Background: an optimization exercise with open tools, aiming at small area, a short achievable clock period and few clock cycles. Do not read the settings as production practice.
The RTL was checked by simulation tests, not by an equivalence proof against the original design.
No activity file was given, so power comes from the tool's default toggle rates.

Setup of rev 12:
## cache_controller
module cache_controller (
    input wire clk,
    input wire reset,
    input wire        cpu_re,
    input wire        cpu_we,
    input wire [15:0] cpu_addr,
    input wire [31:0] cpu_wdata,
    output wire [31:0] cpu_rdata,
    output reg         ready,
    output wire        mem_re,
    output wire        mem_we,
    output wire [13:0] mem_addr,
    output wire [31:0] mem_wdata,
    input  wire [31:0] mem_rdata
);
  localparam LINES = 64;
  function [6:0] inc7(input [6:0] a);
    integer n;
    reg carry;
    begin
      carry = 1'b1;
      for (n = 0; n < 7; n = n + 1) begin
        inc7[n] = a[n] ^ carry;
        carry = carry & a[n];
      end
    end
  endfunction
  function lt8(input [7:0] a, input [7:0] b);
    integer n;
    reg r;
    begin
      r = 1'b0;
      for (n = 0; n < 8; n = n + 1)
        r = (~a[n] & b[n]) | (~(a[n] ^ b[n]) & r);
      lt8 = r;
    end
  endfunction
  wire [3:0] s = cpu_addr[5:2];
  wire [9:0] t = cpu_addr[15:6];
  wire req = cpu_re | cpu_we;
  reg  [LINES-1:0] V;         
  reg  [LINES-1:0] H;         
  wire [LINES*10-1:0] tag_all;
  wire [LINES*7-1:0]  u_all;
  wire [LINES*32-1:0] data_all;
  reg        odd_v;
  reg  [5:0] odd_line;
  reg        fill_pend;
  reg  [5:0] fill_line;
  reg  [5:0] line_q;
  reg        rsel_mem;
  wire [15:0] dec = 16'd1 << s;
  wire [LINES-1:0] m;         
  reg  [27:0] su;
  reg  [3:0]  sv, sh;
  integer k;
  always @(*) begin
    su = 28'd0;
    sv = 4'd0;
    sh = 4'd0;
  ...
Size: ~170 I/O pins, ~0.13 mm^2 of cells after synthesis.
==> module cache_controller, before the edit <==
module cache_controller (
    input wire clk,
    input wire reset,
    input wire        cpu_re,
    input wire        cpu_we,
    input wire [15:0] cpu_addr,
    input wire [31:0] cpu_wdata,
    output wire [31:0] cpu_rdata,
    output reg         ready,
    output wire        mem_re,
    output wire        mem_we,
    output wire [13:0] mem_addr,
    output wire [31:0] mem_wdata,
    input  wire [31:0] mem_rdata
);
  localparam LINES = 64;
  function [6:0] inc7(input [6:0] a);
    integer n;
    reg carry;
    begin
      carry = 1'b1;
      for (n = 0; n < 7; n = n + 1) begin
        inc7[n] = a[n] ^ carry;
        carry = carry & a[n];
      end
    end
  endfunction
  function lt8(input [7:0] a, input [7:0] b);
    integer n;
    reg r;
    begin
      r = 1'b0;
      for (n = 0; n < 8; n = n + 1)
        r = (~a[n] & b[n]) | (~(a[n] ^ b[n]) & r);
      lt8 = r;
    end
  endfunction
  wire [3:0] s = cpu_addr[5:2];
  wire [9:0] t = cpu_addr[15:6];
  wire req = cpu_re | cpu_we;
  reg  [LINES-1:0] V;         
  reg  [LINES-1:0] H;         
  wire [LINES*10-1:0] tag_all;
  wire [LINES*7-1:0]  u_all;
  wire [LINES*32-1:0] data_all;
  reg        odd_v;
  reg  [5:0] odd_line;
  reg        fill_pend;
  reg  [5:0] fill_line;
  reg  [5:0] line_q;
  reg        rsel_mem;
  wire [15:0] dec = 16'd1 << s;
  wire [LINES-1:0] m;         
  reg  [27:0] su;
  reg  [3:0]  sv, sh;
  integer k;
  always @(*) begin
    su = 28'd0;
    sv = 4'd0;
    sh = 4'd0;
    for (k = 0; k < 16; k = k + 1) begin
      su = su | ({28{dec[k]}} & u_all[k*28 +: 28]);
      sv = sv | ({4{dec[k]}} & V[k*4 +: 4]);
      sh = sh | ({4{dec[k]}} & H[k*4 +: 4]);
    end
  end
  wire [3:0] hitw;
  wire [7:0] c [0:3];
  wire [6:0] cu [0:3];
  genvar j, q;
  generate
    for (q = 0; q < LINES; q = q + 1) begin : mt
      assign m[q] = V[q] && tag_all[q*10 +: 10] == t;
    end
    for (j = 0; j < 4; j = j + 1) begin : way
      wire [15:0] mw;
      for (q = 0; q < 16; q = q + 1) begin : st
        assign mw[q] = dec[q] & m[q*4+j];
      end
      assign hitw[j] = |mw;
      assign cu[j] = sh[j] ? su[j*7 +: 7] : 7'd0;
      assign c[j] = {cu[j], odd_v && odd_line == {s, j[1:0]}};
    end
  endgenerate
  wire hit = |hitw;
  wire miss = !hit;
  reg  [3:0]  ls;
  reg  [31:0] cmin_q;
  wire [15:0] ldec = 16'd1 << ls;
  reg  [27:0] lu;
  reg  [3:0]  lh;
  always @(*) begin
    lu = 28'd0;
    lh = 4'd0;
    for (k = 0; k < 16; k = k + 1) begin
      lu = lu | ({28{ldec[k]}} & u_all[k*28 +: 28]);
      lh = lh | ({4{ldec[k]}} & H[k*4 +: 4]);
    end
  end
  wire [7:0] lc [0:3];
  generate
    for (j = 0; j < 4; j = j + 1) begin : lway
      assign lc[j] = {lh[j] ? lu[j*7 +: 7] : 7'd0, odd_v && odd_line == {ls, j[1:0]}};
    end
  endgenerate
  wire lt10 = lt8(lc[1], lc[0]);
  wire lt20 = lt8(lc[2], lc[0]);
  wire lt30 = lt8(lc[3], lc[0]);
  wire lt21 = lt8(lc[2], lc[1]);
  wire lt31 = lt8(lc[3], lc[1]);
  wire lt32 = lt8(lc[3], lc[2]);
  wire [3:0] lmin;
  assign lmin[0] = !lt10 && !lt20 && !lt30;
  assign lmin[1] = lt10 && !lt21 && !lt31;
  assign lmin[2] = lt20 && lt21 && !lt32;
  assign lmin[3] = !lmin[0] && !lmin[1] && !lmin[2];
  wire [1:0] lmin_enc = {lmin[3] | lmin[2], lmin[3] | lmin[1]};
  wire [1:0] cq = cmin_q[s*2 +: 2];
  wire [1:0] cm_enc = (s == ls) ? lmin_enc : cq;
  wire [3:0] cmin = 4'd1 << cm_enc;
  always @(posedge clk) begin
    if (req) ls <= s;
    if (req && miss) cmin_q <= 32'd0;
    else cmin_q[ls*2 +: 2] <= lmin_enc;
  end
  wire [3:0] vict = !sv[0] ? 4'b0001 :
                    !sv[1] ? 4'b0010 :
                    !sv[2] ? 4'b0100 :
                    !sv[3] ? 4'b1000 : cmin;
  wire [3:0] wsel = hit ? hitw : vict;       
  wire [1:0] wenc = {wsel[3] | wsel[2], wsel[3] | wsel[1]};
  wire [5:0] line = {s, wenc};
  reg [6:0] u_new;
  reg       old0;
  always @(*) begin
    u_new = 7'd0;
    old0 = 1'b0;
    for (k = 0; k < 4; k = k + 1) begin
      if (wsel[k]) begin
        if (hit) u_new = u_new | inc7(cu[k]);
        else if (sv[k]) u_new = u_new | (c[k][0] ? inc7(cu[k]) : cu[k]);
        old0 = old0 | (sv[k] & c[k][0]);
      end
    end
  end
  wire data_wr = cpu_we;                      
  wire fill_do = fill_pend && !data_wr;
  wire [31:0] wbus = data_wr ? cpu_wdata : mem_rdata;
  wire [LINES-1:0] fdec = {{(LINES-1){1'b0}}, 1'b1} << fill_line;
  wire [LINES-1:0] sel;
  genvar i;
  generate
    for (i = 0; i < LINES; i = i + 1) begin : ln
      reg [9:0]  tg;
      reg [6:0]  u;
      reg [31:0] d;
      assign sel[i] = req && dec[i/4] && wsel[i%4];
      always @(posedge clk) begin
        if (sel[i] && miss) tg <= t;
        if (sel[i]) u <= u_new;
        if ((sel[i] && data_wr) || (fill_do && fdec[i])) d <= wbus;
      end
      assign tag_all[i*10 +: 10] = tg;
      assign u_all[i*7 +: 7] = u;
      assign data_all[i*32 +: 32] = d;
    end
  endgenerate
  always @(posedge clk or posedge reset) begin
    if (reset) V <= {LINES{1'b0}};
    else if (req && miss) V <= V | sel;
  end
  always @(posedge clk) begin
    if (req) H <= miss ? sel : (H | sel);
  end
  always @(posedge clk or posedge reset) begin
    if (reset) begin
      odd_v     <= 1'b0;
      fill_pend <= 1'b0;
      ready     <= 1'b0;
    end else begin
      ready <= req;
      if (req && miss) odd_v <= ~old0;
      if (cpu_re && miss) fill_pend <= 1'b1;
      else if (fill_do || (data_wr && line == fill_line)) fill_pend <= 1'b0;
    end
  end
  always @(posedge clk) begin
    if (req && miss) odd_line <= line;
    if (cpu_re && miss) fill_line <= line;
    line_q   <= line;
    rsel_mem <= cpu_re && miss;
  end
  wire [LINES-1:0] roh = {{(LINES-1){1'b0}}, 1'b1} << line_q;
  reg  [31:0] rd;
  always @(*) begin
    rd = 32'd0;
    for (k = 0; k < LINES; k = k + 1) rd = rd | ({32{roh[k]}} & data_all[k*32 +: 32]);
  end
  assign cpu_rdata = rsel_mem ? mem_rdata : rd;
  assign mem_re    = cpu_re && miss && !reset;
  assign mem_we    = cpu_we && !reset;
  assign mem_addr  = cpu_addr[15:2];
  assign mem_wdata = cpu_wdata;
endmodule
make LEC_CHECK=0 CAP_MARGIN=20 CORE_MARGIN=2 CORE_UTILIZATION=40 PLACE_DENSITY=0.6 SETUP_SLACK_MARGIN=4.0 SLEW_MARGIN=20 TNS_END_PERCENT=5 finish   # period 10.0 ns
run.sh (not shown) runs the stock make flow with config.mk's settings and CLKGATE_MAP_FILE= SYNTH_SCRIPT=/design/flow/synth_recipe.tcl, a recipe that flattens the netlist after the stock synthesis.
Testbench counts of rev 12, summed over its fixed seeds: cycles 32,000.
#### Input delta (rev 13 over rev 12)
diff --git a/flow/design.v b/flow/design.v
--- a/flow/design.v
+++ b/flow/design.v
@@ -81,51 +81,23 @@
       assign cu[j] = sh[j] ? su[j*7 +: 7] : 7'd0;
       assign c[j] = {cu[j], odd_v && odd_line == {s, j[1:0]}};
     end
   endgenerate
   wire hit = |hitw;
   wire miss = !hit;
-  reg  [3:0]  ls;
-  reg  [31:0] cmin_q;
-  wire [15:0] ldec = 16'd1 << ls;
-  reg  [27:0] lu;
-  reg  [3:0]  lh;
-  always @(*) begin
-    lu = 28'd0;
-    lh = 4'd0;
-    for (k = 0; k < 16; k = k + 1) begin
-      lu = lu | ({28{ldec[k]}} & u_all[k*28 +: 28]);
-      lh = lh | ({4{ldec[k]}} & H[k*4 +: 4]);
-    end
-  end
-  wire [7:0] lc [0:3];
-  generate
-    for (j = 0; j < 4; j = j + 1) begin : lway
-      assign lc[j] = {lh[j] ? lu[j*7 +: 7] : 7'd0, odd_v && odd_line == {ls, j[1:0]}};
-    end
-  endgenerate
-  wire lt10 = lt8(lc[1], lc[0]);
-  wire lt20 = lt8(lc[2], lc[0]);
-  wire lt30 = lt8(lc[3], lc[0]);
-  wire lt21 = lt8(lc[2], lc[1]);
-  wire lt31 = lt8(lc[3], lc[1]);
-  wire lt32 = lt8(lc[3], lc[2]);
-  wire [3:0] lmin;
-  assign lmin[0] = !lt10 && !lt20 && !lt30;
-  assign lmin[1] = lt10 && !lt21 && !lt31;
-  assign lmin[2] = lt20 && lt21 && !lt32;
-  assign lmin[3] = !lmin[0] && !lmin[1] && !lmin[2];
-  wire [1:0] lmin_enc = {lmin[3] | lmin[2], lmin[3] | lmin[1]};
-  wire [1:0] cq = cmin_q[s*2 +: 2];
-  wire [1:0] cm_enc = (s == ls) ? lmin_enc : cq;
-  wire [3:0] cmin = 4'd1 << cm_enc;
-  always @(posedge clk) begin
-    if (req) ls <= s;
-    if (req && miss) cmin_q <= 32'd0;
-    else cmin_q[ls*2 +: 2] <= lmin_enc;
-  end
+  wire lt10 = lt8(c[1], c[0]);
+  wire lt20 = lt8(c[2], c[0]);
+  wire lt30 = lt8(c[3], c[0]);
+  wire lt21 = lt8(c[2], c[1]);
+  wire lt31 = lt8(c[3], c[1]);
+  wire lt32 = lt8(c[3], c[2]);
+  wire [3:0] cmin;
+  assign cmin[0] = !lt10 && !lt20 && !lt30;
+  assign cmin[1] = lt10 && !lt21 && !lt31;
+  assign cmin[2] = lt20 && lt21 && !lt32;
+  assign cmin[3] = !cmin[0] && !cmin[1] && !cmin[2];
   wire [3:0] vict = !sv[0] ? 4'b0001 :
                     !sv[1] ? 4'b0010 :
                     !sv[2] ? 4'b0100 :
                     !sv[3] ? 4'b1000 : cmin;
   wire [3:0] wsel = hit ? hitw : vict;       
   wire [1:0] wenc = {wsel[3] | wsel[2], wsel[3] | wsel[1]};
Findings:
- Rev 13 vs. rev 12: setup slack now sits higher, well tap count now sits lower, post-synthesis compound-gate area fraction now sits lower, ratio of final minimum period to clock period now sits lower, via count now sits lower.
- Rev 13 ended with every stage complete and zero timing, DRC or antenna violations.
- In rev 13 relative to rev 12, routed wire length on met2 had gone down by a few percent.
- Number of CTS-inserted buffers ended up 3 lower on rev 13 than on rev 12.
- Rev 12 -> rev 13: sum of internal, switching and leakage power decreased by a few percent
Testbench counts of rev 13, summed over its fixed seeds: cycles 32,000.

==> port drivers added, routing unchanged <==
The results above use ideal ports. As a check the final layouts listed here were re-extracted and re-timed, cells and wires unchanged.
Step 1 assumes that a clkbuf_16 drives the clock port and a buf_2 every other input.
Step 2 also shifts input and output timing later by t, the mid clock arrival at the registers, as if the neighbouring blocks saw the same clock.
Three values: ideal, step 1, step 2; two values: the first two.
run | shift t [ns] | slack for setup (ns) | worst setup path after step 2
rev 12 | 1.068 | 3.544 / 3.188 / 2.599 | input to register
rev 13 | 1.032 | 3.564 / 3.336 / 2.304 | input to register
After both steps every run listed still meets setup and hold. For rev 13, which loses most, drivers alone change the setup slack by -0.228 ns; drivers and shift together by -1.260 ns.
